This is an optimization exercise on Yosys and OpenROAD, whose aim is small area and a short achievable clock period, not a production implementation.
Where RTL was checked, it was by simulation tests only, not by an equivalence proof against the original.
Function not checked in runs 2 to 4: the RTL went through the layout flow alone.
No activity file was given, so power comes from the tool's default toggle rates.

**flow/design.v**
```verilog
module ACC_CPU_32BITS(
	input button_clock_in,
	input [16:0] Input,
	output wire [0:27] Output7Segments,
	input clock,
	output wire WaitingInput,
	input reset_in,
	output wire Negative,
	output wire [0:20] OutputPC,
	output wire [14:0] mem_addr,
	output wire [31:0] mem_wdata,
	output wire mem_we,
	input [31:0] mem_rdata
	);
	localparam [63:0] M_DEF  = 64'h04ff01009efddff7;  
	localparam [63:0] M_MULC = 64'h00001e0000002008;  
	localparam [63:0] M_AY   = 64'h0051000000000001;  
	localparam [63:0] M_AX   = 64'h00a2000082000100;  
	localparam [63:0] M_ASP  = 64'h0000000004000000;  
	localparam [63:0] M_AAUX = 64'h0000000000010000;  
	localparam [63:0] M_ASR3 = 64'h0400000000000000;  
	localparam [63:0] M_AZ   = 64'h0000010018fc0000;  
	localparam [63:0] M_BM   = 64'h0000150018a894a5;  
	localparam [63:0] M_BI   = 64'h00000a0000546a5a;  
	localparam [63:0] M_BZ   = 64'h040f000006010100;  
	localparam [63:0] M_SUB  = 64'h00c0000080000607;
	localparam [63:0] M_AND  = 64'h0000000000000030;
	localparam [63:0] M_OR   = 64'h0000000000001800;
	localparam [63:0] M_XOR  = 64'h000000000000c000;
	localparam [63:0] M_FLAGS= 64'h0000000000000007;  
	localparam [63:0] M_DACC = 64'h0003000010c0def0;
	localparam [63:0] M_DX   = 64'h00a8000084310000;
	localparam [63:0] M_DY   = 64'h04540000000c0000;
	localparam [63:0] M_PUSH = 64'h0000000560000000;
	localparam [63:0] M_PULL = 64'h0000010218000000;
	localparam [63:0] M_TO4  = 64'h00000107f8000000;  
	localparam [63:0] M_WAIT = 64'h9000000000000000;  
	localparam [63:0] M_IMMX = 64'h0000000080fe0000;  
	localparam [15:0] SG6 = 16'h1083, SG5 = 16'h208e, SG4 = 16'h02ba, SG3 = 16'h8492,
	                  SG2 = 16'hd004, SG1 = 16'hd860, SG0 = 16'h2812;
	function [6:0] seg7(input [3:0] v);
		seg7 = {SG6[v], SG5[v], SG4[v], SG3[v], SG2[v], SG1[v], SG0[v]};
	endfunction
	function [31:0] rev32(input [31:0] v);
		integer i;
		for (i = 0; i < 32; i = i + 1) rev32[i] = v[31 - i];
	endfunction
	function [31:0] rca32(input [31:0] a, input [31:0] b, input ci);
		integer i;
		reg c;
		begin
			c = ci;
			for (i = 0; i < 32; i = i + 1) begin
				rca32[i] = a[i] ^ b[i] ^ c;
				c = (a[i] & b[i]) | (c & (a[i] ^ b[i]));
			end
		end
	endfunction
	wire rst = ~reset_in;
	wire [31:0] Mem = mem_rdata;
	reg [2:0] st;
	reg pend;             
	reg mact;             
	reg mshr;             
	reg [31:0] IR, Acc, X, Y, SP, SR, Aux, PC, sPC, MDR;
	reg [20:0] P;
	reg [14:0] Base;
	reg BaseHi;           
	reg [14:0] PM;        
	reg [16:0] InReg;     
	reg [15:0] OutR;
	reg selY, selSR, selSPC, selPC;
	reg NegR, WIR, WER;
	reg [14:0] RA;
	reg subiu, desceu, bprev;
	reg [5:0] cnt;
	reg pre;
	wire [5:0] op = IR[31:26];
	wire [31:0] Imm = {6'd0, IR[25:0]};
	wire S0 = (st == 3'd0);
	wire S1 = (st == 3'd1);
	wire S2 = (st == 3'd2);
	wire S3 = (st == 3'd3);
	wire S4 = (st == 3'd4);
	wire S5 = (st == 3'd5);
	wire cDEF = M_DEF[op], cMULC = M_MULC[op], cAY = M_AY[op], cAX = M_AX[op];
	wire cASP = M_ASP[op], cAAUX = M_AAUX[op], cASR3 = M_ASR3[op], cAZ = M_AZ[op];
	wire cBM = M_BM[op], cBI = M_BI[op], cBZ = M_BZ[op], cSUB = M_SUB[op], cAND = M_AND[op];
	wire cOR = M_OR[op], cXOR = M_XOR[op], cFLAGS = M_FLAGS[op];
	wire cDACC = M_DACC[op], cDX = M_DX[op], cDY = M_DY[op];
	wire cPUSH = M_PUSH[op], cPULL = M_PULL[op], cTO4 = M_TO4[op];
	wire cWAIT = M_WAIT[op], cIMMX = M_IMMX[op];
	wire cBR = (op[5:2] == 4'b1001);    
	wire brTaken = (op[1:0] == 2'd0) ? (~SR[0] & ~SR[1]) :
	               (op[1:0] == 2'd1) ? ~SR[1] :
	               (op[1:0] == 2'd2) ? SR[0] : SR[1];
	wire IO0 = (op == 6'd60) & (S3 | S4);
	wire BRK = (op == 6'd63) & (S3 | S4);
	reg [2:0] nst;
	always @(*) begin
		case (st)
			3'd0: nst = 3'd1;
			3'd1: nst = 3'd2;
			3'd2: nst = 3'd3;
			3'd3: nst = cTO4 ? 3'd4 : (cWAIT ? ((subiu == desceu) ? 3'd3 : 3'd4) : 3'd0);
			3'd4: nst = (op == 6'd34) ? 3'd5 : (cWAIT ? ((subiu != desceu) ? 3'd4 : 3'd0) : 3'd0);
			default: nst = 3'd0;
		endcase
	end
	wire exe = S0 & pend;
	reg [31:0] defA, defB;
	always @(*) begin
		if (cAZ) defA = 32'd0;
		else if (cAY) defA = Y;
		else if (cAX) defA = X;
		else if (cASP) defA = SP;
		else if (cAAUX) defA = Aux;
		else if (cASR3) defA = {31'd0, SR[3]};
		else defA = Acc;
		if (cBZ) defB = 32'd0;
		else if (cBM) defB = MDR;
		else if (cBI) defB = Imm;
		else defB = 32'd1;
	end
	wire [31:0] addA = S0 ? defA : ((S1 | (S3 & cBR)) ? PC : SP);
	wire [31:0] addB = S0 ? defB : ((S3 & cBR) ? Imm : 32'd1);
	wire addSub = S0 ? cSUB : (S3 & ~cBR);
	wire [31:0] sum = rca32(addA, addB ^ {32{addSub}}, addSub);
	reg [31:0] R;
	always @(*) begin
		if (cAND) R = Acc & defB;
		else if (cOR) R = Acc | defB;
		else if (cXOR) R = Acc ^ defB;
		else R = sum;
	end
	wire [31:0] shOne = (IR[25:5] == 21'd0) ? (32'd1 << IR[4:0]) : 32'd0;
	wire [31:0] mulB = (op == 6'd3 || op == 6'd13) ? shOne : Imm;
	wire [10:0] chunk = S0 ? {1'b0, MDR[31:22]} : (S1 ? MDR[21:11] : MDR[10:0]);
	wire [31:0] mulA = mshr ? rev32(Acc) : Acc;
	wire [31:0] T = {P, 11'd0} + mulA * chunk;
	wire [31:0] Tfin = mshr ? rev32(T) : T;
	wire mfin = mact & S2;
	reg [31:0] Acc_n, X_n, Y_n, SP_n, SR_n, Aux_n, PCo_n, sPC_n;
	reg [14:0] Base_n;
	reg BaseHi_n;
	always @(*) begin
		Acc_n = Acc; X_n = X; Y_n = Y; SP_n = SP; SR_n = SR; Aux_n = Aux;
		PCo_n = PC; sPC_n = sPC; Base_n = Base; BaseHi_n = BaseHi;
		if (exe) begin
			if (cDACC) Acc_n = R;
			if (cDX) X_n = R;
			if (cDY) Y_n = R;
			if (cFLAGS) SR_n[2:0] = {1'b0, (R == 32'd0), R[31]};
			if (op == 6'd25) SP_n = R;
			if (op == 6'd8) Aux_n = R;
			if (op == 6'd27) SR_n = R;
			if (op == 6'd40) sPC_n = R;
		end
		if (mfin) Acc_n = Tfin;
		if (S1) begin
			PCo_n = pre ? 32'd198 : sum;
			if (pre) begin
				sPC_n = PC;
				Base_n = 15'd0;
				BaseHi_n = 1'b0;
			end
		end
		if (S3) begin
			case (op)
				6'd24, 6'd56: begin Base_n = Aux[14:0]; BaseHi_n = |Aux[31:15]; end
				6'd35: PCo_n = Imm;
				6'd57: SR_n[3] = 1'b1;
				default: ;
			endcase
			if (cPUSH) SP_n = sum;
			if (cBR & brTaken) PCo_n = sum;
			if (op == 6'd56) PCo_n = sPC;
		end
		if (S4) begin
			if (op == 6'd60) Y_n = {InReg[16], 15'd0, InReg[15:0]};
			if (cPULL) SP_n = sum;
		end
		if (S5) PCo_n = Imm;
	end
	wire rts = S4 & (op == 6'd33);
	wire [31:0] PC_n = rts ? Mem : PCo_n;
	wire [31:0] IR_n = S1 ? (pre ? 32'hF8000000 : Mem) : IR;
	wire pre_n = S0 & (BaseHi | (|Base)) & (cnt == 6'd63);
	wire [14:0] PM_n = (Base_n & {15{~(S0 & pre_n)}}) + (X_n[14:0] & {15{~S3}});
	wire fastSel = (S1 & ~pre) | rts;
	wire [14:0] fastSum = PM + Mem[14:0];
	reg [14:0] slP, slQ;
	always @(*) begin
		if (S1 | (S2 & cIMMX)) begin
			slP = PM;
			slQ = S1 ? 15'd0 : IR[14:0];
		end else begin
			slP = Base_n;
			slQ = (nst == 3'd0 || nst == 3'd1) ? PCo_n[14:0] : SP_n[14:0];
		end
	end
	wire [14:0] slowSum = slP + slQ;
	wire [14:0] RA_n = fastSel ? fastSum : slowSum;
	wire [31:0] MDR_n = (mact & (S0 | S1)) ? MDR : ((S3 & cMULC & ~cBM) ? mulB : Mem);
	wire selY_n = (op == 6'd31), selSR_n = (op == 6'd29), selSPC_n = (op == 6'd32), selPC_n = (op == 6'd34);
	wire WE_n = ((nst == 3'd3) & ((op == 6'd17) | (op == 6'd31))) |
	            ((nst == 3'd4) & cPUSH);
	wire WI_n = (nst == 3'd3) & (op == 6'd60);
	wire [15:0] outv = Y[31] ? (16'd0 - Y[15:0]) : Y[15:0];
	always @(posedge clock) begin
		MDR <= MDR_n;
		P <= S3 ? 21'd0 : T[20:0];
		PM <= PM_n;
		IR <= IR_n;       
		selY <= selY_n;
		selSR <= selSR_n;
		selSPC <= selSPC_n;
		selPC <= selPC_n;
	end
	always @(posedge clock) begin
		if (rst) begin
			st <= 3'd0;
			pend <= 1'b0;
			mact <= 1'b0;
			mshr <= 1'b0;
			Acc <= 32'd0;
			X <= 32'd0;
			Y <= 32'd0;
			SP <= 32'd9497;
			SR <= 32'd0;
			Aux <= 32'd0;
			Base <= 15'd0;
			BaseHi <= 1'b0;
			PC <= 32'd0;
			sPC <= 32'd0;
			RA <= 15'd0;
			WER <= 1'b0;
			WIR <= 1'b0;
		end else begin
			st <= nst;
			pend <= (S3 | S4) & cDEF;
			mact <= S3 ? cMULC : (S2 ? 1'b0 : mact);
			if (S3) mshr <= (op == 6'd13);
			Acc <= Acc_n;
			X <= X_n;
			Y <= Y_n;
			SP <= SP_n;
			SR <= SR_n;
			Aux <= Aux_n;
			Base <= Base_n;
			BaseHi <= BaseHi_n;
			PC <= PC_n;
			sPC <= sPC_n;
			RA <= RA_n;
			WER <= WE_n;
			WIR <= WI_n;
		end
	end
	wire countSig = S0 & (BaseHi | (|Base));
	always @(posedge clock) begin
		if (rst) begin
			cnt <= 6'd0;
			pre <= 1'b0;
		end else begin
			pre <= pre_n;
			if (countSig) cnt <= cnt + 6'd1;
		end
	end
	wire bclk = ~button_clock_in;
	wire brise = bclk & ~bprev;
	wire bfall = ~bclk & bprev;
	always @(posedge clock) begin
		if (rst) begin
			bprev <= 1'b0;
			InReg <= 17'd0;
			subiu <= 1'b0;
			desceu <= 1'b0;
			OutR <= 16'd0;
			NegR <= 1'b0;
		end else begin
			bprev <= bclk;
			if (brise & IO0) InReg <= Input;
			if (brise & (IO0 | BRK)) subiu <= ~subiu;
			if (bfall & (IO0 | BRK) & (subiu != desceu)) desceu <= ~desceu;
			if (S3 & (op == 6'd59)) begin
				NegR <= Y[31];
				OutR <= outv;
			end
		end
	end
	assign Output7Segments = {seg7(OutR[3:0]), seg7(OutR[7:4]), seg7(OutR[11:8]), seg7(OutR[15:12])};
	assign OutputPC = {seg7(PC[3:0]), seg7(PC[7:4]), seg7(PC[11:8])};
	assign Negative = NegR;
	assign WaitingInput = WIR;
	assign mem_addr = RA;
	assign mem_we = WER;
	assign mem_wdata = selY ? Y : (selSR ? SR : (selSPC ? sPC : (selPC ? PC : Acc)));
endmodule
```
**flow/run.sh**
```bash
#!/bin/bash
# synth_recipe.tcl (not shown) runs the flow's synth.tcl, then flattens the netlist and writes it again
# the make line also repeats each setting of config.mk as NAME=value (left out here)
make -C /OpenROAD-flow-scripts/flow DESIGN_CONFIG=/design/flow/config.mk WORK_HOME=/design/flow/orfs CLKGATE_MAP_FILE= SYNTH_SCRIPT=/design/flow/synth_recipe.tcl finish
```
**flow/config.mk**
```make
export PLATFORM = sky130hd
export DESIGN_NAME = ACC_CPU_32BITS
export DESIGN_NICKNAME = ACC_CPU_32BITS
export VERILOG_FILES = /design/flow/design.v
export SDC_FILE = /design/flow/constraint.sdc
export NUM_CORES = 4
export LEC_CHECK = 0
export CAP_MARGIN = 20
export CORE_MARGIN = 2
export CORE_UTILIZATION = 40
export SLEW_MARGIN = 20
```
**flow/constraint.sdc**
```tcl
create_clock -name core_clock -period 105.0 [get_ports {clock}]
set_input_delay 21.0000 -clock core_clock [delete_from_list [all_inputs] [get_ports {clock}]]
set_output_delay 21.0000 -clock core_clock [all_outputs]
set_load 0.01 [all_outputs]
```
==> run summary, run 1 <==
Worst R2R Start IR[27]; clock root buffer clkbuf_16; startpoint of the worst hold path InReg[3]; Post-Syn Area 40320 µm²; Switch Pwr 0.1767 mW; highest clock rate 41.30 MHz; initial antenna violation count 11; R2R cell count 48; Combinational Power Share 25.9%; crit-path leading delay family flip-flops; largest net degree at the start of global routing 132; initial core utilization 40.32%; reg2reg setup slack 85.94 ns; status no timing/DRC/antenna violations; final instance area 45160 µm²; Nets slightly below 6000; Starting DRT DRC Count just over 5000; area of the core 100000 µm²; unrepaired setup endpoints after global routing false; H-tree levels 2; Crit Path Category reg -> out; Clk Latency, worst-skew pair 0.64 ns; slew margin rel. 19.56%; Leak 17.46 nW; synthesized area per cell between 7 and 8 µm²; Worst EP required approximately 84 ns; crit path max fanout 32; WHS Endpoint Y[3]; vias in the first global route 38001; count of clock tree sinks around 440; syn_nets 5881; Synthesis Warnings 1; CP max-delay cell dfxtp_2; Max Transition Viols Final 0; post-synthesis sequential area ratio 23.58%; die width 321.5 µm; reg2reg end SR[1]; die area just over 100000 µm²; Die Y 321.5 µm; Post-synth EDFFs between 60 and 70; dpl cell area 43440 µm²; DP HPWL between 100000 and 150000 µm; Hold Path Cell Cnt 2; clk buf depth 3; PortBufs 150; post-synth cell types 103; CP Capture Type primary output; VDD IR max 0.00001174 V; Final Hold Vio Count 0; Fillers about 10000; remaining antenna violation count after routing 0; Power Dens Cells 11.07 nW/µm²; CP peak stage delay ~1.1 ns; Via density 6.055; setup TNS 0 ns; DRT Wirelength 176400 µm; grt total ovfl 0; synthesized flop and latch total 443; CP arrival about 3.2 ns; asr flop ratio synth 0%; Setup Viol. Count Final 0; GRT Util Overall between 30% and 40%; row count 116; drt wl/cell 26.45 µm; first-pass GRT wire length 256900 µm; CTS tree done; synth-to-layout area growth 12.00%; Final min period 24.22 ns; actual slew at the worst max-slew pin 1.196 ns; drt drc 0; part of the power in registers 36.7%; dominant synthesized flop cell dfxtp_1; Clock power frac 37.4%; clk slew on worst S/H paths 0.06 ns; Net Sw Frac 35.36%; fin crit share 23.06%; # resized after CTS 0; diode count 0; RD Place Congestion ~1.0; P_int 0.3230 mW; Hold Buf Count CTS 0; share of layout cells above drive strength 1 6.793%; hold crit path type reg -> reg; cts bufs inserted 53; DR pass1 iterations 6; Setup crit start kind flop; Clock Skew 0.02586 ns; I/O pin count 151; Worst setup startpoint selPC; Setup Fix Bufs, Post-CTS 0; crit path cell chain mux2i_1 > nor2_1 > a21oi_1 > nor2_1 > a211oi_1 > a21oi_1 > clkdlybuf4s50_1; cell count after synthesis 5345; max-cap violations 0; Buf+Inv Stages, Crit Path 1; routed vias 40394
## flip-flops by register name (all words and copies together), names as in the netlist, 16 cells and up
name,count
MDR,32
IR,32
InReg,17
P,21
OutR,16
Aux,32
SP,32
sPC,32
X,32
Y,32
Acc,32
SR,32
PC,32
## cell type report
| cell class | count | area (µm²) | share of cell area (%) |
|---|---|---|---|
| Multi-Input combinational cell | 4154 | 28190 | 62.43 |
| Inverter | 367 | 1385 | 3.067 |
| Clock buffer | 80 | 1568 | 3.471 |
| Timing Repair Buffer | 311 | 2730 | 6.045 |
| Tap cell | 1298 | 1624 | 3.596 |
| Sequential cell | 443 | 9519 | 21.08 |
| Clock inverter | 18 | 142.6 | 0.3158 |
## worst max path at each step
stage	endpoint	slack (ns)	depth (start not counted)
2_1_floorplan	RA[14]	81.84	13
3_3_place_gp	OutR[1]	80.73	6
3_5_place_dp	InReg[16]	80.70	6
4_1_cts	mem_wdata[1]	80.79	7
5_1_grt	mem_wdata[3]	80.64	7
6_report	mem_wdata[1]	80.78	7
## cells by family after synthesis
group / Yosys count / share of synthesized area (%)
compound gates: 1412 / 21.72
xor+xnor: 129 / 2.836
fa+ha+maj: 484 / 20.08
buf+inv: 748 / 7.099
flops: 443 / 23.58
mux: 124 / 3.277
simple gates: 2005 / 21.41
## through the flow
step | std cells | worst slack (ns) | hold slack, ns | power (mW) | util (%)
detailed placement | 6573 | 80.70 | 0.4463 | 0.3112 | 43.44
floorplan | 5345 | 81.84 | 0.4319 | 0.2522 | -
global placement | 6572 | 80.73 | 0.4444 | 0.3106 | 43.41
global route | 6671 | 80.64 | 0.4803 | 0.5122 | 45.16
CTS | 6671 | 80.79 | 0.4563 | 0.4956 | 45.15
finish | 6671 | 80.78 | 0.4553 | 0.4998 | 45.16
## Yosys cell counts (32+ instances only)
cell	count	area (µm²)
nand2_1	807	3029
buf_1	55	206.5
xor2_1	61	534.3
dfxtp_1	379	7587
edfxtp_1	64	1922
clkbuf_1	299	1122
a211oi_1	143	1074
inv_1	364	1366
xnor2_1	67	586.8
nor2_1	733	2751
nor2b_1	51	319.1
nor3_1	76	380.4
nand3_1	95	475.5
o211ai_1	42	315.3
a22oi_1	78	585.6
nand2b_1	45	281.5
fa_1	272	5445
o21ai_0	277	1386
a221oi_1	46	402.9
mux2i_1	105	1051
a21o_1	32	240.2
and2_1	33	206.5
o22ai_1	47	294.0
ha_1	212	2653
a21oi_1	526	2633
## worst reg2reg max path, delay by kind of cell, from the launching register on
kind	cells	cell delay, ns
flops	1	0.58
fa+ha+maj	29	13.69
simple gates	7	1.39
compound gates	7	1.88
buf+inv	4	1.20
xor+xnor	1	0.21
## placed cells by master (no fill, tap or decap), drive strengths merged, types with 35 or more instances in the layout
cell type        n
o21ai          292
xor2            61
nand2b          45
mux2i          105
edfxtp          64
ha             212
and2            35
inv            369
xnor2           67
a22oi           78
a221oi          47
nand3           95
nor3            78
nand2          808
a211oi         143
o22ai           47
clkbuf          80
o211ai          42
fa             272
clkdlybuf4s50  149
buf            162
nor2b           51
nor2           735
a21oi          530
dfxtp          379
## power groups by stage
| stage | Sequential [mW] | Clock [mW] | Combinational (mW) |
|---|---|---|---|
| after floorplan | 0.183 | 0 | 0.0692 |
| after global placement | 0.187 | 0 | 0.124 |
| after detailed placement | 0.187 | 0 | 0.124 |
| after CTS | 0.183 | 0.188 | 0.125 |
| after global routing | 0.183 | 0.195 | 0.134 |
| final | 0.183 | 0.187 | 0.129 |
## metal layers
layer	global-route usage (%)	wire length [µm]	part of all wire (%)	up-vias
li1	-	-	-	18174
met1	42.71	69110	39	19441
met2	51.11	76310	43	2171
met3	5.489	15590	8.8	590
met4	23.95	15300	8.7	18
met5	0.09456	115	0.065	-
==> run 2, diff against run 1 <==
--- a/flow/design.v
+++ b/flow/design.v
@@ -66,10 +66,10 @@
 	reg [20:0] P;
 	reg [14:0] Base;
 	reg BaseHi;           
-	reg [14:0] PM;        
 	reg [16:0] InReg;     
-	reg [15:0] OutR;
-	reg selY, selSR, selSPC, selPC;
+	reg [0:27] segR;
+	reg [0:20] pcsegR;
+	reg [31:0] WD;
 	reg NegR, WIR, WER;
 	reg [14:0] RA;
 	reg subiu, desceu, bprev;
@@ -186,13 +186,15 @@
 	wire [31:0] PC_n = rts ? Mem : PCo_n;
 	wire [31:0] IR_n = S1 ? (pre ? 32'hF8000000 : Mem) : IR;
 	wire pre_n = S0 & (BaseHi | (|Base)) & (cnt == 6'd63);
-	wire [14:0] PM_n = (Base_n & {15{~(S0 & pre_n)}}) + (X_n[14:0] & {15{~S3}});
+	wire [14:0] BX = Base + X[14:0];
+	wire [14:0] PM = S4 ? Base : (pre ? X[14:0] : BX);
 	wire fastSel = (S1 & ~pre) | rts;
-	wire [14:0] fastSum = PM + Mem[14:0];
+	wire [14:0] fastSum;
+	FastAdd15 fadd(PM, Mem[14:0], fastSum);
 	reg [14:0] slP, slQ;
 	always @(*) begin
 		if (S1 | (S2 & cIMMX)) begin
-			slP = PM;
+			slP = S1 ? X[14:0] : BX;
 			slQ = S1 ? 15'd0 : IR[14:0];
 		end else begin
 			slP = Base_n;
@@ -202,7 +204,10 @@
 	wire [14:0] slowSum = slP + slQ;
 	wire [14:0] RA_n = fastSel ? fastSum : slowSum;
 	wire [31:0] MDR_n = (mact & (S0 | S1)) ? MDR : ((S3 & cMULC & ~cBM) ? mulB : Mem);
-	wire selY_n = (op == 6'd31), selSR_n = (op == 6'd29), selSPC_n = (op == 6'd32), selPC_n = (op == 6'd34);
+	wire [31:0] WD_n = (op == 6'd31) ? Y :
+	                   (op == 6'd29) ? SR :
+	                   (op == 6'd32) ? sPC :
+	                   (op == 6'd34) ? PC : (mfin ? Tfin : Acc);
 	wire WE_n = ((nst == 3'd3) & ((op == 6'd17) | (op == 6'd31))) |
 	            ((nst == 3'd4) & cPUSH);
 	wire WI_n = (nst == 3'd3) & (op == 6'd60);
@@ -210,12 +215,8 @@
 	always @(posedge clock) begin
 		MDR <= MDR_n;
 		P <= S3 ? 21'd0 : T[20:0];
-		PM <= PM_n;
 		IR <= IR_n;       
-		selY <= selY_n;
-		selSR <= selSR_n;
-		selSPC <= selSPC_n;
-		selPC <= selPC_n;
+		WD <= WD_n;
 	end
 	always @(posedge clock) begin
 		if (rst) begin
@@ -234,6 +235,7 @@
 			PC <= 32'd0;
 			sPC <= 32'd0;
 			RA <= 15'd0;
+			pcsegR <= {seg7(4'd0), seg7(4'd0), seg7(4'd0)};
 			WER <= 1'b0;
 			WIR <= 1'b0;
 		end else begin
@@ -252,6 +254,7 @@
 			PC <= PC_n;
 			sPC <= sPC_n;
 			RA <= RA_n;
+			pcsegR <= {seg7(PC_n[3:0]), seg7(PC_n[7:4]), seg7(PC_n[11:8])};
 			WER <= WE_n;
 			WIR <= WI_n;
 		end
@@ -275,7 +278,7 @@
 			InReg <= 17'd0;
 			subiu <= 1'b0;
 			desceu <= 1'b0;
-			OutR <= 16'd0;
+			segR <= {seg7(4'd0), seg7(4'd0), seg7(4'd0), seg7(4'd0)};
 			NegR <= 1'b0;
 		end else begin
 			bprev <= bclk;
@@ -284,15 +287,18 @@
 			if (bfall & (IO0 | BRK) & (subiu != desceu)) desceu <= ~desceu;
 			if (S3 & (op == 6'd59)) begin
 				NegR <= Y[31];
-				OutR <= outv;
+				segR <= {seg7(outv[3:0]), seg7(outv[7:4]), seg7(outv[11:8]), seg7(outv[15:12])};
 			end
 		end
 	end
-	assign Output7Segments = {seg7(OutR[3:0]), seg7(OutR[7:4]), seg7(OutR[11:8]), seg7(OutR[15:12])};
-	assign OutputPC = {seg7(PC[3:0]), seg7(PC[7:4]), seg7(PC[11:8])};
+	assign Output7Segments = segR;
+	assign OutputPC = pcsegR;
 	assign Negative = NegR;
 	assign WaitingInput = WIR;
 	assign mem_addr = RA;
 	assign mem_we = WER;
-	assign mem_wdata = selY ? Y : (selSR ? SR : (selSPC ? sPC : (selPC ? PC : Acc)));
+	assign mem_wdata = WD;
+endmodule
+module FastAdd15(input [14:0] a, input [14:0] b, output [14:0] s);
+	assign s = a + b;
 endmodule
--- a/flow/config.mk
+++ b/flow/config.mk
@@ -9,3 +9,5 @@
 export CORE_MARGIN = 2
 export CORE_UTILIZATION = 40
 export SLEW_MARGIN = 20
+export SYNTH_HIERARCHICAL = 1
+export SYNTH_MINIMUM_KEEP_SIZE = 0
==> run 2 against run 1 <==
Worst hold slack improved by 0.0025 ns. Synthesized area increased by 3.9%. Via count increased by 4.1%. Register-to-register slack got worse by 0.91 ns. Sequential share of layout area increased by 1.1 points. Die area increased by 3.8%. Non-clock buffer count decreased by 10. Fmax increased by 5.5%. Sequential power increased by 13%. Wire length increased by 7.5%. Flip-flop and latch count increased by 46. Global-route usage increased by 1.1 points. Critical endpoint is now RA[9]. Largest power group unchanged.
==> run summary, run 2 <==
Setup Fix Bufs, Post-CTS 0 (unchanged); DP HPWL 139300 µm (+6.0%); Simple-Gate Fraction of Synth Area 18.88% (-2.5 points); crit path cell chain clkdlybuf4s50_1 > ha_1 > o21ai_1 > o21ai_1 > a21oi_1 > o21bai_1 > or4b_1 > nand3_1 > nand2_1 > a21oi_1; Max Transition Viols Final 0 (unchanged); synth-to-layout area growth 12.09% (about the same); WHS Endpoint InReg[0]; vias in the first global route 39920 (+5.0%); layer with the highest usage met2; XOR/XNOR Fraction of Synth Area 2.963% (+0.13 points); Crit Path Category in -> reg; Leak 18.02 nW (+3.2%); CP Capture Type flop; synthesized flop and latch total 489 (+10%); clk buf depth 3 (unchanged); VDD IR max 0.00001357 V (+16%); Power Dens Cells 12.15 nW/µm² (+9.8%); Fin Hold WS 0.4578 ns (+0.002504 ns); Via density 6.240 (+3.1%); drt wl/cell 28.15 µm (+6.5%); post-synthesis compound-gate area fraction 23.91% (+2.2 points); Worst EP required 105.60 ns (+21.60 ns); R2R cell count 57 (+19%); grt total ovfl 0 (unchanged); final worst slack 82.06 ns (+1.272 ns); clk slew on worst S/H paths 0.06 ns (about the same); most frequent cells in the layout 756 x nor2_1, 599 x nand2_1, 423 x dfxtp_1; hold crit path type reg -> reg; Hold Buf Count CTS 0 (unchanged); initial antenna violation count 12 (+1); PortBufs 150 (unchanged); I/O pin count 151 (unchanged); crit path max fanout 5 (-84%); post-synthesis sequential area ratio 24.90% (+1.3 points); routed vias 42051 (+4.1%); most frequent cell after synthesis nor2_1; GRT Util Overall 34.53% (+1.1 points); Nets 5843 (-0.39%); first-pass GRT wire length 274300 µm (+6.8%); highest clock rate 43.59 MHz (+5.5%); met1 global-route usage 42.17% (-0.54 points); clock root buffer clkbuf_16; fin crit share 21.85% (-1.2 points); Final min period 22.94 ns (-1.272 ns); count of clock tree sinks 489 (+10%); Buf+Inv Stages, Crit Path 1 (unchanged); Place WS 81.37 ns (+0.6681 ns); unrepaired setup endpoints after global routing false; cell count after synthesis 5338 (-0.13%); dpl cell area 44960 µm² (+3.5%); Post-Syn Area 41890 µm² (+3.9%); Synthesis Warnings 7 (+6); initial core utilization 40.42% (+0.091 points); area of the core 103600 µm² (+3.6%); Starting DRT DRC Count 5363 (+6.6%); area share of fa/ha/maj cells after synthesis 19.30% (-0.78 points); most instantiated cells after synthesis 766 x nor2_1, 601 x nand2_1, 425 x dfxtp_1; status no timing/DRC/antenna violations; post-synth cell types 108 (+4.9%); Synth top area share 20.31% (+1.5 points); setup TNS 0 ns (unchanged); synthesized area per cell 7.847 µm² (+4.0%); asr flop ratio synth 0% (unchanged); die width 327.6 µm (+1.9%); syn_nets 5873 (-0.14%); DR pass1 iterations 7 (+1); largest net degree at the start of global routing 164 (+24%); Clk Latency, worst-skew pair 0.68 ns (+0.04 ns); H-tree levels 2 (unchanged); mux share of post-synthesis cell area 3.184% (-0.092 points); actual slew at the worst max-slew pin 1.197 ns (+0.001064 ns); met2 usage 52.55% (+1.4 points); CTS tree done; Die Y 327.6 µm (+1.9%); reg2reg setup slack 85.03 ns (-0.91 ns); crit-path leading delay family compound AO/OA/AOI/OAI gates; final instance area 46950 µm² (+4.0%); Worst R2R Start IR[27]; CP max-delay cell clkdlybuf4s50_1; top cells by area, synth dfxtp_1 20%, fa_1 13%, nor2_1 6.9%; Setup Viol. Count Final 0 (unchanged); die area 107300 µm² (+3.8%); Fillers 10426 (+3.8%); drt drc 0 (unchanged); Setup crit start kind primary input; reg2reg end SR[1]; CP peak stage delay 0.70 ns (-0.38 ns); largest family of logic cells by synthesized area compound AO/OA/AOI/OAI gates; share of layout cells above drive strength 1 6.648% (-0.15 points); remaining antenna violation count after routing 0 (unchanged); Yosys top cell by area dfxtp_1; row count 118 (+1.7%); Post-synth EDFFs 64 (unchanged); met3 GRT Util 8.116% (+2.6 points); CP arrival 23.54 ns (+20.32 ns); cts bufs inserted 56 (+5.7%); RD Place Congestion 1.049 (+1.5%); Overall Power 0.5706 mW (+14%); startpoint of the worst hold path InReg[0]; slew margin rel. 20.20% (+0.64 points); Clock Skew 0.04325 ns (+0.01739 ns); Hold Path Cell Cnt 2 (unchanged); dominant synthesized flop cell dfxtp_1; # resized after CTS 0 (unchanged); DRT Wirelength 189700 µm (+7.5%); commonest non-fill, non-tap cell in the layout nor2_1; max-cap violations 0 (unchanged); Final Hold Vio Count 0 (unchanged)
run 2: power breakdown:
part           internal, mW  leakage, nW  total (mW)  switching [mW]
registers             0.196         4.08       0.206         0.00923
logic                0.0488         13.0       0.149           0.101
clock network         0.124        0.954       0.216          0.0918
total                 0.369         18.0       0.571           0.202
run 2: worst max-delay path by stage:
stage | end | startpoint | slack, ns | cells after the start
2_1_floorplan | RA[14] | mem_rdata[0] | 82.28 | 10
3_3_place_gp | RA[10] | mem_rdata[0] | 81.43 | 10
3_5_place_dp | RA[10] | mem_rdata[0] | 81.37 | 10
4_1_cts | RA[10] | mem_rdata[0] | 82.06 | 10
5_1_grt | RA[10] | mem_rdata[0] | 81.87 | 10
6_report | RA[9] | mem_rdata[2] | 82.06 | 10
run 2: layout make-up:
cell class / instances / area [µm²] / share of cell area [%]
clock buffer: 70 / 1534 / 3.267
tap: 1380 / 1727 / 3.677
sequential: 489 / 10440 / 22.22
inverter: 361 / 1368 / 2.913
timing repair buffer: 301 / 2630 / 5.601
antenna: 4 / 10.01 / 0.02132
clock inverter: 35 / 447.9 / 0.9540
multi-input combinational: 4099 / 28800 / 61.34
run 2: worst reg2reg max path, delay by kind of cell (launching register included):
| family | cells | cell delay [ns] |
|---|---|---|
| AOI/OAI and AO/OA | 8 | 2.05 |
| buffers and inverters | 9 | 1.63 |
| and+or+nand+nor | 8 | 2.16 |
| adders and majority gates | 31 | 13.57 |
| xor gates and xnor gates | 1 | 0.19 |
| DFF | 1 | 0.33 |
run 2: cell families (layout without fill, tap and decap cells):
family                   after synthesis  after routing
AO/OA/AOI/OAI                       1542           1542
XOR/XNOR                             137            137
adder cells (fa/ha/maj)              483            483
buffers and inverters                750            767
flip-flops                           489            489
multiplexers                         126            126
other                                  0              4
AND/OR/NAND/NOR                     1811           1811
run 2: modules after synthesis (local to each module, per instance):
| module | cells | flops+latches | area, µm² | copies in the design |
|---|---|---|---|---|
| FastAdd15 | 89 | 0 | 714.4 | 1 |
| ACC_CPU_32BITS | 5249 | 489 | 41170 | 1 |
run 2: layer usage:
layer	vias up	share of wire [%]
met4	6	9.4
met2	2670	43
met3	744	11
li1	18523	-
met1	20108	37
met5	-	0.021
run 2: metrics by stage:
step / cells / utilization [%]
6_report: 6739 / 45.30
4_1_cts: 6735 / 45.29
3_3_place_gp: 6630 / 43.37
5_1_grt: 6735 / 45.29
2_1_floorplan: 5338 / -
3_5_place_dp: 6630 / 43.38
==> run 3, diff against run 2 <==
--- a/flow/design.v
+++ b/flow/design.v
@@ -56,7 +56,13 @@
 			end
 		end
 	endfunction
-	wire rst = ~reset_in;
+	wire [20:0] rr;
+	genvar gi;
+	generate
+		for (gi = 0; gi < 21; gi = gi + 1) begin : rg
+			RstInv ri(.a(reset_in), .y(rr[gi]));
+		end
+	endgenerate
 	wire [31:0] Mem = mem_rdata;
 	reg [2:0] st;
 	reg pend;             
@@ -219,23 +225,11 @@
 		WD <= WD_n;
 	end
 	always @(posedge clock) begin
-		if (rst) begin
+		if (rr[0]) begin
 			st <= 3'd0;
 			pend <= 1'b0;
 			mact <= 1'b0;
 			mshr <= 1'b0;
-			Acc <= 32'd0;
-			X <= 32'd0;
-			Y <= 32'd0;
-			SP <= 32'd9497;
-			SR <= 32'd0;
-			Aux <= 32'd0;
-			Base <= 15'd0;
-			BaseHi <= 1'b0;
-			PC <= 32'd0;
-			sPC <= 32'd0;
-			RA <= 15'd0;
-			pcsegR <= {seg7(4'd0), seg7(4'd0), seg7(4'd0)};
 			WER <= 1'b0;
 			WIR <= 1'b0;
 		end else begin
@@ -243,25 +237,43 @@
 			pend <= (S3 | S4) & cDEF;
 			mact <= S3 ? cMULC : (S2 ? 1'b0 : mact);
 			if (S3) mshr <= (op == 6'd13);
-			Acc <= Acc_n;
-			X <= X_n;
-			Y <= Y_n;
-			SP <= SP_n;
-			SR <= SR_n;
-			Aux <= Aux_n;
+			WER <= WE_n;
+			WIR <= WI_n;
+		end
+	end
+	always @(posedge clock) if (rr[1]) Acc[15:0] <= 16'd0; else Acc[15:0] <= Acc_n[15:0];
+	always @(posedge clock) if (rr[2]) Acc[31:16] <= 16'd0; else Acc[31:16] <= Acc_n[31:16];
+	always @(posedge clock) if (rr[3]) X[15:0] <= 16'd0; else X[15:0] <= X_n[15:0];
+	always @(posedge clock) if (rr[4]) X[31:16] <= 16'd0; else X[31:16] <= X_n[31:16];
+	always @(posedge clock) if (rr[5]) Y[15:0] <= 16'd0; else Y[15:0] <= Y_n[15:0];
+	always @(posedge clock) if (rr[6]) Y[31:16] <= 16'd0; else Y[31:16] <= Y_n[31:16];
+	always @(posedge clock) if (rr[7]) SP[15:0] <= 16'd9497; else SP[15:0] <= SP_n[15:0];
+	always @(posedge clock) if (rr[8]) SP[31:16] <= 16'd0; else SP[31:16] <= SP_n[31:16];
+	always @(posedge clock) if (rr[9]) SR[15:0] <= 16'd0; else SR[15:0] <= SR_n[15:0];
+	always @(posedge clock) if (rr[10]) SR[31:16] <= 16'd0; else SR[31:16] <= SR_n[31:16];
+	always @(posedge clock) if (rr[11]) Aux[15:0] <= 16'd0; else Aux[15:0] <= Aux_n[15:0];
+	always @(posedge clock) if (rr[12]) Aux[31:16] <= 16'd0; else Aux[31:16] <= Aux_n[31:16];
+	always @(posedge clock) if (rr[13]) PC[15:0] <= 16'd0; else PC[15:0] <= PC_n[15:0];
+	always @(posedge clock) if (rr[14]) PC[31:16] <= 16'd0; else PC[31:16] <= PC_n[31:16];
+	always @(posedge clock) if (rr[15]) sPC[15:0] <= 16'd0; else sPC[15:0] <= sPC_n[15:0];
+	always @(posedge clock) if (rr[16]) sPC[31:16] <= 16'd0; else sPC[31:16] <= sPC_n[31:16];
+	always @(posedge clock) begin
+		if (rr[17]) begin
+			Base <= 15'd0;
+			BaseHi <= 1'b0;
+			RA <= 15'd0;
+		end else begin
 			Base <= Base_n;
 			BaseHi <= BaseHi_n;
-			PC <= PC_n;
-			sPC <= sPC_n;
 			RA <= RA_n;
-			pcsegR <= {seg7(PC_n[3:0]), seg7(PC_n[7:4]), seg7(PC_n[11:8])};
-			WER <= WE_n;
-			WIR <= WI_n;
 		end
 	end
+	always @(posedge clock)
+		if (rr[18]) pcsegR <= {seg7(4'd0), seg7(4'd0), seg7(4'd0)};
+		else pcsegR <= {seg7(PC_n[3:0]), seg7(PC_n[7:4]), seg7(PC_n[11:8])};
 	wire countSig = S0 & (BaseHi | (|Base));
 	always @(posedge clock) begin
-		if (rst) begin
+		if (rr[0]) begin
 			cnt <= 6'd0;
 			pre <= 1'b0;
 		end else begin
@@ -273,22 +285,25 @@
 	wire brise = bclk & ~bprev;
 	wire bfall = ~bclk & bprev;
 	always @(posedge clock) begin
-		if (rst) begin
+		if (rr[20]) begin
 			bprev <= 1'b0;
 			InReg <= 17'd0;
 			subiu <= 1'b0;
 			desceu <= 1'b0;
-			segR <= {seg7(4'd0), seg7(4'd0), seg7(4'd0), seg7(4'd0)};
-			NegR <= 1'b0;
 		end else begin
 			bprev <= bclk;
 			if (brise & IO0) InReg <= Input;
 			if (brise & (IO0 | BRK)) subiu <= ~subiu;
 			if (bfall & (IO0 | BRK) & (subiu != desceu)) desceu <= ~desceu;
-			if (S3 & (op == 6'd59)) begin
-				NegR <= Y[31];
-				segR <= {seg7(outv[3:0]), seg7(outv[7:4]), seg7(outv[11:8]), seg7(outv[15:12])};
-			end
+		end
+	end
+	always @(posedge clock) begin
+		if (rr[19]) begin
+			segR <= {seg7(4'd0), seg7(4'd0), seg7(4'd0), seg7(4'd0)};
+			NegR <= 1'b0;
+		end else if (S3 & (op == 6'd59)) begin
+			NegR <= Y[31];
+			segR <= {seg7(outv[3:0]), seg7(outv[7:4]), seg7(outv[11:8]), seg7(outv[15:12])};
 		end
 	end
 	assign Output7Segments = segR;
@@ -302,3 +317,6 @@
 module FastAdd15(input [14:0] a, input [14:0] b, output [14:0] s);
 	assign s = a + b;
 endmodule
+module RstInv(input a, output y);
+	assign y = ~a;
+endmodule
==> run 3 against run 2 <==
Critical path depth is 1 higher. Sequential power hardly changed. Power is 1.3% lower. Clock power barely moved. Final cell count grew 0.85%. Flip-flop and latch count did not move. Global-route usage fell by 0.15 points. Synthesized area rose by 0.68%. Fmax down 0.30%. Non-clock buffer count up 7. Critical endpoint is now RA[14]. Largest cell class unchanged. Highest routed layer unchanged.
==> run summary, run 3 <==
actual slew at the worst max-slew pin 1.254 ns (+0.05670 ns); CP Capture Type flop; Yosys top cell by area dfxtp_1; clock root buffer clkbuf_16; die area 108100 µm² (+0.68%); setup TNS 0 ns (unchanged); layer with the highest usage met2; Power Dens Cells 11.94 nW/µm² (-1.8%); synthesized area per cell 7.835 µm² (-0.16%); status no timing/DRC/antenna violations; Fillers 10496 (+0.67%); fin crit share 21.92% (+0.065 points); first-pass GRT wire length 273100 µm (-0.44%); Setup crit start kind primary input; drt drc 0 (unchanged); routed vias 42208 (+0.37%); synthesized flop and latch total 489 (unchanged); Hold Buf Count CTS 0 (unchanged); count of clock tree sinks 489 (unchanged); most frequent cells in the layout 717 x nor2_1, 671 x nand2_1, 438 x a21oi_1; share of layout cells above drive strength 1 7.012% (+0.36 points); slew margin rel. 15.86% (-4.3 points); CTS tree done; Synthesis Warnings 7 (unchanged); synth-to-layout area growth 11.82%; asr flop ratio synth 0% (unchanged); H-tree levels 2 (unchanged); top cells by area, synth dfxtp_1 20%, fa_1 13%, nor2_1 6.5%; VDD IR max 0.00001245 V (-8.3%); post-synth cell types 113 (+4.6%); met1 global-route usage 47.53% (+5.4 points); remaining antenna violation count after routing 0 (unchanged); Starting DRT DRC Count 6280 (+17%); cell count after synthesis 5383 (+0.84%); Overall Power 0.5630 mW (-1.3%); DP HPWL 142100 µm (+2.0%); crit path max fanout 5 (unchanged); max-cap violations 0 (unchanged); row count 119 (+0.85%); initial core utilization 40.18% (-0.24 points); Fin Hold WS 0.4563 ns (-0.001514 ns); Crit Path Category in -> reg; Max Transition Viols Final 0 (unchanged); RD Place Congestion 1.003 (-4.5%); final worst slack 81.99 ns (-0.06810 ns); highest clock rate 43.46 MHz (-0.30%); DR pass1 iterations 7 (unchanged); Post-synth EDFFs 64 (unchanged); met3 GRT Util 9.841% (+1.7 points); dominant synthesized flop cell dfxtp_1; Worst EP required 105.55 ns (-0.05 ns); PortBufs 150 (unchanged); met2 usage 48.71% (-3.8 points); Clk Latency, worst-skew pair 0.68 ns (about the same); cts bufs inserted 57 (+1.8%); Clock Skew 0.04520 ns (+0.001958 ns); most frequent cell after synthesis nor2_1; Synth top area share 20.17% (-0.14 points); syn_nets 5918 (+0.77%); DRT Wirelength 190600 µm (+0.46%); GRT Util Overall 34.38% (-0.15 points); clk slew on worst S/H paths 0.06 ns (about the same); Die Y 328.7 µm (+0.34%); unrepaired setup endpoints after global routing false; Reg area 10440 µm² (about the same); post-synthesis sequential area ratio 24.73% (-0.17 points); hold crit path type reg -> reg; diode count 0 (-4); Via density 6.211 (-0.47%); grt total ovfl 0 (unchanged); drt wl/cell 28.05 µm (-0.39%); CP arrival 23.56 ns (+0.02 ns); vias in the first global route 38785 (-2.8%); commonest non-fill, non-tap cell in the layout nor2_1; Place WS 81.32 ns (-0.04710 ns); Setup Fix Bufs, Post-CTS 0 (unchanged); Final Hold Vio Count 0 (unchanged); initial antenna violation count 7 (-5); Setup Viol. Count Final 0 (unchanged); Final min period 23.01 ns (+0.06810 ns); I/O pin count 151 (unchanged); clk buf depth 3 (unchanged); largest net degree at the start of global routing 65 (-60%); most instantiated cells after synthesis 726 x nor2_1, 671 x nand2_1, 444 x a21oi_1; die width 328.7 µm (+0.34%); Post-Syn Area 42180 µm² (+0.68%); # resized after CTS 0 (unchanged); Nets 5895 (+0.89%); Leak 17.93 nW (-0.51%); area of the core 105000 µm² (+1.3%); Multi-input gate area 28900 µm² (+0.35%)
==> run 3: final timing paths <==
check | slack, ns | cells past startpoint | from | endpoint
worst max-delay path | 81.99 | 11 | mem_rdata[0] | RA[14]
worst min-delay path | 0.46 | 2 | InReg[0] | InReg[0]
worst max register to register | 85.24 | 56 | IR[27] | Acc[31]
worst min register to register | 0.46 | 2 | InReg[0] | InReg[0]
==> run 3: final cells by class <==
type / instances / share of cell area, %
multi-input cells: 4123 / 61.28
well taps: 1391 / 3.690
flip-flops and latches: 489 / 22.13
clock buffers: 74 / 3.351
repair buffers: 308 / 5.707
clock inverters: 30 / 0.8065
inverters: 381 / 3.032
==> run 3: logic make-up (layout without fill, tap and decap cells) <==
group | count (synthesis) | after routing | share of synthesized area, %
compound gates | 1541 | 1541 | 24.13
xor+xnor | 138 | 138 | 2.934
buf+inv | 771 | 793 | 7.185
fa+ha+maj | 483 | 483 | 19.17
mux | 102 | 102 | 2.587
flops | 489 | 489 | 24.73
simple gates | 1859 | 1859 | 19.26
==> run 3: stage by stage <==
stage | std cells | area [µm²] | utilization, %
floorplan | 5383 | 42180 | -
global placement | 6691 | 45170 | 43.04
detailed placement | 6691 | 45170 | 43.04
CTS | 6795 | 47140 | 44.90
global route | 6796 | 47160 | 44.93
finish | 6796 | 47160 | 44.93
==> run 3: where the power goes <==
group	switching, mW	leakage, nW	internal [mW]
clock network	0.0917	0.971	0.124
logic	0.0976	12.9	0.0452
registers	0.00915	4.08	0.196
==> run 3: worst max-delay path, stage by stage <==
cell	delay, ns
clkdlybuf4s50_1	0.53
ha_1	0.31
fa_1	0.43
a21oi_2	0.20
nor2_2	0.08
nor4b_4	0.22
o21ai_2	0.12
o31ai_2	0.23
xnor2_1	0.16
nor2_1	0.07
a211oi_1	0.22
==> run 3: modules after synthesis, one instance, submodules excluded <==
module          cell area [µm²]  flip-flops and latches  copies in the design  cells inside
ACC_CPU_32BITS            41380                     489                     1          5273
FastAdd15                 714.4                       0                     1            89
RstInv                    3.754                       0                    21             1
==> run 3: metal layers <==
layer / vias up / part of all wire [%]
met2: 2785 / 40
met4: 10 / 6.0
met5: - / 0.065
li1: 18668 / -
met1: 20218 / 40
met3: 527 / 13
==> run 4, diff against run 3 <==
--- a/flow/design.v
+++ b/flow/design.v
@@ -56,10 +56,10 @@
 			end
 		end
 	endfunction
-	wire [20:0] rr;
+	wire [21:0] rr;
 	genvar gi;
 	generate
-		for (gi = 0; gi < 21; gi = gi + 1) begin : rg
+		for (gi = 0; gi < 22; gi = gi + 1) begin : rg
 			RstInv ri(.a(reset_in), .y(rr[gi]));
 		end
 	endgenerate
@@ -128,9 +128,22 @@
 		else if (cBI) defB = Imm;
 		else defB = 32'd1;
 	end
-	wire [31:0] addA = S0 ? defA : ((S1 | (S3 & cBR)) ? PC : SP);
-	wire [31:0] addB = S0 ? defB : ((S3 & cBR) ? Imm : 32'd1);
-	wire addSub = S0 ? cSUB : (S3 & ~cBR);
+	wire jmp = S3 & (op == 6'd35);
+	wire rti = S3 & (op == 6'd56);
+	wire wdY = (op == 6'd31), wdSR = (op == 6'd29), wdSPC = (op == 6'd32), wdPC = (op == 6'd34);
+	wire wdAcc = ~(wdY | wdSR | wdSPC | wdPC);
+	wire aPC  = (S1 & ~pre) | (S3 & cBR) | (S2 & wdPC);
+	wire aSP  = (S3 & ~cBR & ~jmp & ~rti) | S4;
+	wire aSPC = rti | (S2 & wdSPC);
+	wire aSR  = S2 & wdSR;
+	wire aY   = S2 & wdY;
+	wire aAcc = S2 & wdAcc;
+	wire [31:0] addA = S0 ? defA :
+		(({32{aPC}} & PC) | ({32{aSP}} & SP) | ({32{aSPC}} & sPC) |
+		 ({32{aSR}} & SR) | ({32{aY}} & Y) | ({32{aAcc}} & Acc));
+	wire [31:0] addB = S0 ? defB : (((S3 & (cBR | jmp)) | S5) ? Imm :
+		((S1 & pre) ? 32'd198 : ((S2 | rti) ? 32'd0 : 32'd1)));
+	wire addSub = S0 ? cSUB : aSP & S3;
 	wire [31:0] sum = rca32(addA, addB ^ {32{addSub}}, addSub);
 	reg [31:0] R;
 	always @(*) begin
@@ -154,17 +167,17 @@
 		PCo_n = PC; sPC_n = sPC; Base_n = Base; BaseHi_n = BaseHi;
 		if (exe) begin
 			if (cDACC) Acc_n = R;
-			if (cDX) X_n = R;
-			if (cDY) Y_n = R;
-			if (cFLAGS) SR_n[2:0] = {1'b0, (R == 32'd0), R[31]};
-			if (op == 6'd25) SP_n = R;
-			if (op == 6'd8) Aux_n = R;
-			if (op == 6'd27) SR_n = R;
-			if (op == 6'd40) sPC_n = R;
+			if (cDX) X_n = sum;
+			if (cDY) Y_n = sum;
+			if (cFLAGS) SR_n[2:0] = {1'b0, (sum == 32'd0), sum[31]};
+			if (op == 6'd25) SP_n = sum;
+			if (op == 6'd8) Aux_n = sum;
+			if (op == 6'd27) SR_n = sum;
+			if (op == 6'd40) sPC_n = sum;
 		end
 		if (mfin) Acc_n = Tfin;
 		if (S1) begin
-			PCo_n = pre ? 32'd198 : sum;
+			PCo_n = sum;
 			if (pre) begin
 				sPC_n = PC;
 				Base_n = 15'd0;
@@ -174,19 +187,19 @@
 		if (S3) begin
 			case (op)
 				6'd24, 6'd56: begin Base_n = Aux[14:0]; BaseHi_n = |Aux[31:15]; end
-				6'd35: PCo_n = Imm;
+				6'd35: PCo_n = sum;
 				6'd57: SR_n[3] = 1'b1;
 				default: ;
 			endcase
 			if (cPUSH) SP_n = sum;
 			if (cBR & brTaken) PCo_n = sum;
-			if (op == 6'd56) PCo_n = sPC;
+			if (op == 6'd56) PCo_n = sum;
 		end
 		if (S4) begin
 			if (op == 6'd60) Y_n = {InReg[16], 15'd0, InReg[15:0]};
 			if (cPULL) SP_n = sum;
 		end
-		if (S5) PCo_n = Imm;
+		if (S5) PCo_n = sum;
 	end
 	wire rts = S4 & (op == 6'd33);
 	wire [31:0] PC_n = rts ? Mem : PCo_n;
@@ -195,8 +208,6 @@
 	wire [14:0] BX = Base + X[14:0];
 	wire [14:0] PM = S4 ? Base : (pre ? X[14:0] : BX);
 	wire fastSel = (S1 & ~pre) | rts;
-	wire [14:0] fastSum;
-	FastAdd15 fadd(PM, Mem[14:0], fastSum);
 	reg [14:0] slP, slQ;
 	always @(*) begin
 		if (S1 | (S2 & cIMMX)) begin
@@ -208,12 +219,10 @@
 		end
 	end
 	wire [14:0] slowSum = slP + slQ;
-	wire [14:0] RA_n = fastSel ? fastSum : slowSum;
+	wire [14:0] RA_d;
+	RaNext ran(.pm(PM), .mem(Mem[14:0]), .slow(slowSum), .fast(fastSel), .rst(rr[21]), .d(RA_d));
 	wire [31:0] MDR_n = (mact & (S0 | S1)) ? MDR : ((S3 & cMULC & ~cBM) ? mulB : Mem);
-	wire [31:0] WD_n = (op == 6'd31) ? Y :
-	                   (op == 6'd29) ? SR :
-	                   (op == 6'd32) ? sPC :
-	                   (op == 6'd34) ? PC : (mfin ? Tfin : Acc);
+	wire [31:0] WD_n = S2 ? ((mfin & wdAcc) ? Tfin : sum) : WD;
 	wire WE_n = ((nst == 3'd3) & ((op == 6'd17) | (op == 6'd31))) |
 	            ((nst == 3'd4) & cPUSH);
 	wire WI_n = (nst == 3'd3) & (op == 6'd60);
@@ -261,13 +270,12 @@
 		if (rr[17]) begin
 			Base <= 15'd0;
 			BaseHi <= 1'b0;
-			RA <= 15'd0;
 		end else begin
 			Base <= Base_n;
 			BaseHi <= BaseHi_n;
-			RA <= RA_n;
 		end
 	end
+	always @(posedge clock) RA <= RA_d;    
 	always @(posedge clock)
 		if (rr[18]) pcsegR <= {seg7(4'd0), seg7(4'd0), seg7(4'd0)};
 		else pcsegR <= {seg7(PC_n[3:0]), seg7(PC_n[7:4]), seg7(PC_n[11:8])};
@@ -314,8 +322,10 @@
 	assign mem_we = WER;
 	assign mem_wdata = WD;
 endmodule
-module FastAdd15(input [14:0] a, input [14:0] b, output [14:0] s);
-	assign s = a + b;
+module RaNext(input [14:0] pm, input [14:0] mem, input [14:0] slow, input fast,
+	input rst, output [14:0] d);
+	wire [14:0] s = pm + mem;
+	assign d = rst ? 15'd0 : (fast ? s : slow);
 endmodule
 module RstInv(input a, output y);
 	assign y = ~a;
==> run 4 against run 3 <==
Still clean on timing, DRC and antenna. Synthesized area down 2.9%. Combinational power up 75%. Clock power grew 2%. Worst setup slack better by 0.27 ns. Clock skew is 0.0096 ns lower. Register-to-register slack better by 1.4 ns. Sequential power rose by 6%. Final cell count is 5.4% lower. Fmax increased by 1.2%. Non-clock buffer count is 41 lower. Worst hold slack worse by 0.0033 ns. Largest cell class unchanged. Highest routed layer unchanged.
==> run summary, run 4 <==
status no timing/DRC/antenna violations; post-synth cell types 102 (-9.7%); max-cap violations 0 (unchanged); CTS tree done; area of the core 101600 µm² (-3.2%); hold crit path type reg -> reg; Power Dens Cells 14.98 nW/µm² (+25%); Synthesis Warnings 7 (unchanged); I/O pin count 151 (unchanged); VDD IR max 0.00001386 V (+11%); Final Util 45.07% (+0.15 points); H-tree levels 2 (unchanged); layer with the highest usage met2; Nets 5551 (-5.8%); routed vias 38850 (-8.0%); unrepaired setup endpoints after global routing false; share of layout cells above drive strength 1 6.755% (-0.26 points); cts bufs inserted 58 (+1.8%); Clock Skew 0.03556 ns (-0.009640 ns); met2 usage 48.36% (-0.35 points); die area 105000 µm² (-2.9%); most instantiated cells after synthesis 719 x nand2_1, 620 x nor2_1, 393 x dfxtp_1; Post-synth EDFFs 96 (+50%); area share of fa/ha/maj cells after synthesis 19.77% (+0.60 points); met3 GRT Util 7.723% (-2.1 points); Multi-input gate area 27490 µm² (-4.9%); grt total ovfl 0 (unchanged); Fillers 10139 (-3.4%); slew margin rel. 18.70% (+2.8 points); Setup crit start kind primary input; DRT Wirelength 169900 µm (-11%); synthesized area per cell 8.105 µm² (+3.5%); Setup Viol. Count Final 0 (unchanged); Overall Power 0.6859 mW (+22%); PortBufs 150 (unchanged); Starting DRT DRC Count 4866 (-23%); GRT Util Overall 31.70% (-2.7 points); met1 global-route usage 40.69% (-6.8 points); Crit Path Category in -> reg; remaining antenna violation count after routing 0 (unchanged); row count 117 (-1.7%); CP arrival 23.28 ns (-0.28 ns); Via density 6.040 (-2.7%); largest family of logic cells by synthesized area adder cells; crit path max fanout 4 (-1); Die Y 324.0 µm (-1.4%); most frequent cells in the layout 716 x nand2_1, 617 x nor2_1, 391 x dfxtp_1; Leak 18.26 nW (+1.8%); Synth top area share 19.21% (-0.96 points); Max Transition Viols Final 0 (unchanged); # resized after CTS 0 (unchanged); top cells by area, synth dfxtp_1 19%, fa_1 13%, edfxtp_1 7.0%; Worst EP required 105.53 ns (-0.02 ns); RD Place Congestion 0.9821 (-2.0%); syn_nets 5589 (-5.6%); drt drc 0 (unchanged); drt wl/cell 26.41 µm (-5.8%); Final min period 22.75 ns (-0.2661 ns); clock root buffer clkbuf_16; count of clock tree sinks 489 (unchanged); highest clock rate 43.97 MHz (+1.2%); die width 324.0 µm (-1.4%); Reg area 10760 µm² (+3.0%); Yosys top cell by area dfxtp_1; fin crit share 21.66% (-0.25 points); commonest non-fill, non-tap cell in the layout nand2_1; Hold Buf Count CTS 0 (unchanged); post-synthesis compound-gate area fraction 19.73% (-4.4 points); clk buf depth 3 (unchanged); actual slew at the worst max-slew pin 1.217 ns (-0.03715 ns); post-synthesis sequential area ratio 26.25% (+1.5 points); CP Capture Type flop; first-pass GRT wire length 247000 µm (-9.5%); cell count after synthesis 5053 (-6.1%); mux share of post-synthesis cell area 5.453% (+2.9 points); Final Hold Vio Count 0 (unchanged); clk slew on worst S/H paths 0.06 ns (about the same); most frequent cell after synthesis nand2_1; largest net degree at the start of global routing 64 (-1.5%); initial core utilization 40.31% (+0.14 points); vias in the first global route 36902 (-4.9%); dominant synthesized flop cell dfxtp_1; Post-Syn Area 40960 µm² (-2.9%); initial antenna violation count 5 (-2); DP HPWL 125700 µm (-12%); synth-to-layout area growth 11.81% (about the same); Clk Latency, worst-skew pair 0.67 ns (about the same); asr flop ratio synth 0% (unchanged); XOR/XNOR Fraction of Synth Area 2.933% (about the same); Simple-Gate Fraction of Synth Area 18.83% (-0.43 points); setup TNS 0 ns (unchanged); Setup Fix Bufs, Post-CTS 0 (unchanged); synthesized flop and latch total 489 (unchanged); DR pass1 iterations 8 (+1)
run 4: changes by cell type in the layout (fill, tap and decap cells not counted), sizes merged, moves of 36 or more:
cell    delta
nor2     -109
mux2i     +79
a221oi    +36
a211oi   -161
a22oi     -64
o211ai    -36
nand2     +48
a21oi     -65
buf       -41
run 4: metal layers:
layer	part of all wire [%]	up-vias	routed length, µm
li1	-	17273	-
met1	39	18635	65700
met2	43	2402	73530
met3	11	536	19150
met4	6.8	4	11480
met5	0.015	-	25
run 4: Yosys stat by module, one instance, submodules excluded:
module          copies in the design  flops+latches
ACC_CPU_32BITS                     1            489
RstInv                            22              0
RaNext                             1              0
run 4: final cells by class:
type,count,area share [%]
inverters,378,3.098
clock buffers,79,3.700
repair buffers,267,5.224
multi-input cells,3821,60.03
flip-flops and latches,489,23.49
well taps,1368,3.738
diodes,1,0.005465
clock inverters,29,0.7159
run 4: through the flow:
stage | instances | cell area (µm²) | worst slack [ns] | hold WS (ns)
after floorplan | 5053 | 40960 | 82.44 | 0.4312
after global placement | 6322 | 43740 | 81.59 | 0.4413
after detailed placement | 6323 | 43760 | 81.59 | 0.4474
after CTS | 6431 | 45780 | 82.21 | 0.4555
after global routing | 6431 | 45790 | 82.17 | 0.4706
final | 6432 | 45790 | 82.25 | 0.4530
run 4: worst paths after layout:
check / depth (start not counted) / from / slack (ns) / end
worst max-delay path: 9 / mem_rdata[0] / 82.25 / RA[14]
worst min-delay path: 2 / InReg[5] / 0.45 / InReg[5]
worst max register to register: 52 / IR[26] / 86.62 / SR[0]
worst min register to register: 2 / InReg[5] / 0.45 / InReg[5]
run 4: cell families after synthesis:
kind of cell	after synthesis
simple gates	1766
compound gates	1225
buf+inv	743
flops	489
fa+ha+maj	484
mux	212
xor+xnor	134
run 4: where the power goes:
group	switching (mW)	total [mW]	internal, mW
sequential	0.0112	0.217	0.206
combinational	0.171	0.250	0.0789
clock	0.0910	0.219	0.128
run 4: critical path: stages:
cell and delay (ns):
clkdlybuf4s50_1 0.61, ha_1 0.23, inv_1 0.05, fa_1 0.43, nor2b_4 0.18, o31ai_4 0.09, a211oi_2 0.40, o21a_1 0.19
o211ai_1 0.09
==> run 5, diff against run 4 <==
--- a/flow/design.v
+++ b/flow/design.v
@@ -133,17 +133,18 @@
 	wire wdY = (op == 6'd31), wdSR = (op == 6'd29), wdSPC = (op == 6'd32), wdPC = (op == 6'd34);
 	wire wdAcc = ~(wdY | wdSR | wdSPC | wdPC);
 	wire aPC  = (S1 & ~pre) | (S3 & cBR) | (S2 & wdPC);
-	wire aSP  = (S3 & ~cBR & ~jmp & ~rti) | S4;
+	wire oup  = S3 & (op == 6'd59);
+	wire aSP  = (S3 & ~cBR & ~jmp & ~rti & ~oup) | S4;
 	wire aSPC = rti | (S2 & wdSPC);
 	wire aSR  = S2 & wdSR;
-	wire aY   = S2 & wdY;
+	wire aY   = (S2 & wdY) | oup;
 	wire aAcc = S2 & wdAcc;
 	wire [31:0] addA = S0 ? defA :
 		(({32{aPC}} & PC) | ({32{aSP}} & SP) | ({32{aSPC}} & sPC) |
 		 ({32{aSR}} & SR) | ({32{aY}} & Y) | ({32{aAcc}} & Acc));
 	wire [31:0] addB = S0 ? defB : (((S3 & (cBR | jmp)) | S5) ? Imm :
 		((S1 & pre) ? 32'd198 : ((S2 | rti) ? 32'd0 : 32'd1)));
-	wire addSub = S0 ? cSUB : aSP & S3;
+	wire addSub = S0 ? cSUB : (aSP & S3) | oup;     
 	wire [31:0] sum = rca32(addA, addB ^ {32{addSub}}, addSub);
 	reg [31:0] R;
 	always @(*) begin
@@ -156,7 +157,19 @@
 	wire [31:0] mulB = (op == 6'd3 || op == 6'd13) ? shOne : Imm;
 	wire [10:0] chunk = S0 ? {1'b0, MDR[31:22]} : (S1 ? MDR[21:11] : MDR[10:0]);
 	wire [31:0] mulA = mshr ? rev32(Acc) : Acc;
-	wire [31:0] T = {P, 11'd0} + mulA * chunk;
+	reg [31:0] T, ms, mc, mr, mn;
+	integer mi;
+	always @(*) begin
+		ms = {P, 11'd0};
+		mc = 32'd0;
+		for (mi = 0; mi < 11; mi = mi + 1) begin
+			mr = chunk[mi] ? (mulA << mi) : 32'd0;
+			mn = ms ^ mc ^ mr;
+			mc = ((ms & mc) | (ms & mr) | (mc & mr)) << 1;
+			ms = mn;
+		end
+		T = ms + mc;
+	end
 	wire [31:0] Tfin = mshr ? rev32(T) : T;
 	wire mfin = mact & S2;
 	reg [31:0] Acc_n, X_n, Y_n, SP_n, SR_n, Aux_n, PCo_n, sPC_n;
@@ -226,7 +239,7 @@
 	wire WE_n = ((nst == 3'd3) & ((op == 6'd17) | (op == 6'd31))) |
 	            ((nst == 3'd4) & cPUSH);
 	wire WI_n = (nst == 3'd3) & (op == 6'd60);
-	wire [15:0] outv = Y[31] ? (16'd0 - Y[15:0]) : Y[15:0];
+	wire [15:0] outv = Y[31] ? ~sum[15:0] : Y[15:0];
 	always @(posedge clock) begin
 		MDR <= MDR_n;
 		P <= S3 ? 21'd0 : T[20:0];
--- a/flow/config.mk
+++ b/flow/config.mk
@@ -8,6 +8,8 @@
 export CAP_MARGIN = 20
 export CORE_MARGIN = 2
 export CORE_UTILIZATION = 40
+export CTS_CLUSTER_DIAMETER = 100
+export CTS_CLUSTER_SIZE = 18
 export SLEW_MARGIN = 20
 export SYNTH_HIERARCHICAL = 1
 export SYNTH_MINIMUM_KEEP_SIZE = 0
==> run 5 against run 4 <==
Count of clock-buffer cells in the layout down 32. Die area down 2.3%. Flip-flop and latch count unchanged. Fmax down 0.93%. Core utilization down 1.0 points. Still clean on timing, DRC and antenna. Largest power group unchanged. Non-clock buffer count down 2. Critical path depth down 3. Critical path type unchanged. Worst hold slack worse by 0.0013 ns. Global-route usage down 0.59 points.
==> run summary, run 5 <==
Setup Fix Bufs, Post-CTS 0 (unchanged); crit path max fanout 7 (+3); CP peak stage delay 0.75 ns (+0.14 ns); first-pass GRT wire length 238800 µm (-3.3%); die area 102600 µm² (-2.3%); DRT Wirelength 162700 µm (-4.2%); Placed Cells 6077 (-3.9%); routed vias 37556 (-3.3%); asr flop ratio synth 0% (unchanged); clk slew on worst S/H paths 0.09 ns (+0.03 ns); Yosys top cell by area dfxtp_1; fin crit share 21.87% (+0.20 points); Clock Skew 0.05223 ns (+0.01667 ns); top cells by area, synth dfxtp_1 20%, fa_1 14%, edfxtp_1 7.2%; row count 116 (-0.85%); Setup Viol. Count Final 0 (unchanged); share of layout cells above drive strength 1 5.521% (-1.2 points); setup TNS 0 ns (unchanged); initial core utilization 40.19% (-0.12 points); Post-synth EDFFs 96 (unchanged); Worst EP required 105.50 ns (-0.03 ns); RD Place Congestion 1.020 (+3.9%); Synthesis Warnings 7 (unchanged); most frequent cells in the layout 647 x nand2_1, 628 x nor2_1, 391 x dfxtp_1; synth-to-layout area growth 9.565%; grt total ovfl 0 (unchanged); CP max-delay cell o21ai_0; CP arrival 23.46 ns (+0.18 ns); Synth top area share 19.66% (+0.45 points); syn_nets 5422 (-3.0%); remaining antenna violation count after routing 0 (unchanged); dominant synthesized flop cell dfxtp_1; Setup crit start kind primary input; largest net degree at the start of global routing 67 (+4.7%); I/O pin count 151 (unchanged); Layout Cells excl Fill 6135 (-4.6%); Hold Buf Count CTS 0 (unchanged); status no timing/DRC/antenna violations; DP HPWL 122900 µm (-2.2%); drt drc 0 (unchanged); max-cap violations 0 (unchanged); crit path cell chain clkdlybuf4s50_1 > o21ai_0 > inv_1 > ha_1 > mux4_2 > nor2b_1; crit-path leading delay family buffers and inverters; H-tree levels 2 (unchanged); # resized after CTS 0 (unchanged); CTS tree done; Final min period 22.96 ns (+0.2136 ns); area of the core 99570 µm² (-2.0%); Nets 5362 (-3.4%)
-- run 5: changes by cell type in the layout (fill, tap and decap cells not counted), sizes merged, moves of 32 or more --
| cell | change |
|---|---|
| inv | -78 |
| xor2 | -38 |
| a22oi | +36 |
| clkbuf | -32 |
| nand2 | -68 |
| a211oi | +110 |
-- run 5: final timing paths --
check	from	to	slack, ns	cells after the start
worst max-delay path	mem_rdata[5]	pcsegR[10]	82.04	6
worst min-delay path	segR[12]	segR[12]	0.45	2
worst max register to register	IR[27]	SR[1]	88.43	49
worst min register to register	segR[12]	segR[12]	0.45	2
-- run 5: cell families (layout without fill, tap and decap cells) --
family                     count (synthesis)  count (layout)  synth area share, %
xor gates and xnor gates                  98              98                2.282
adders and majority gates                492             492                20.60
and+or+nand+nor                         1694            1694                18.31
other                                      0               1                    0
AOI/OAI and AO/OA                       1262            1262                20.82
muxes                                    183             183                4.734
DFF                                      489             489                26.86
buffers and inverters                    660             618                6.394
-- run 5: layout make-up --
| cell class | count | area [µm²] |
|---|---|---|
| Tap cell | 1298 | 1624 |
| Antenna cell | 1 | 2.502 |
| Timing Repair Buffer | 265 | 2369 |
| Fill cell | 10095 | 55720 |
| Multi-Input combinational cell | 3729 | 26870 |
| Clock buffer | 47 | 984.7 |
| Sequential cell | 489 | 10750 |
| Inverter | 297 | 1115 |
| Clock inverter | 9 | 122.6 |
-- run 5: power breakdown --
part           leakage (nW)  total (mW)  internal (mW)  switching [mW]
clock                 0.541       0.150         0.0704          0.0792
combinational          11.9       0.321         0.0996           0.222
sequential             4.11       0.221          0.208          0.0125
total                  16.6       0.692          0.378           0.314
-- run 5: routing by layer --
metal	track usage [%]	wire [µm]	vias up
met1	38.16	61980	18333
met3	6.207	14840	507
met2	49.67	72950	1924
met4	20.56	12850	6
met5	0	55	-
li1	-	-	16786
-- run 5: worst reg2reg max path: cells and delay by family (launching register included) --
kind	cells	cell delay (ns)
AO/OA/AOI/OAI	7	2.01
adder cells (fa/ha/maj)	31	11.77
buffers and inverters	6	0.72
flip-flops	1	0.62
AND/OR/NAND/NOR	5	1.41
-- run 5: per-stage QoR --
| stage | setup slack (ns) | power, mW | hold WS, ns | area (µm²) | utilization (%) |
|---|---|---|---|---|---|
| floorplan | 82.37 | 0.3911 | 0.4287 | 40020 | - |
| global placement | 81.41 | 0.5321 | 0.4398 | 42700 | 42.89 |
| detailed placement | 81.36 | 0.5328 | 0.4373 | 42700 | 42.89 |
| CTS | 82.01 | 0.6813 | 0.4508 | 43810 | 44.00 |
| global route | 81.86 | 0.7148 | 0.4768 | 43840 | 44.03 |
| finish | 82.04 | 0.6919 | 0.4517 | 43840 | 44.04 |
-- run 5: per-module statistics from Yosys, one instance, submodules excluded --
module	area, µm²	flip-flops and latches
RstInv	3.754	0
RaNext	998.5	0
ACC_CPU_32BITS	38940	489

Re-timed with assumed drivers on the ports (clkbuf_16 on the clock, buf_2 on other inputs), run 5 has 82.093 ns of setup slack against 82.041 ns with ideal ports, and 81.416 ns once port delays also move by the mid clock arrival of 0.677 ns.
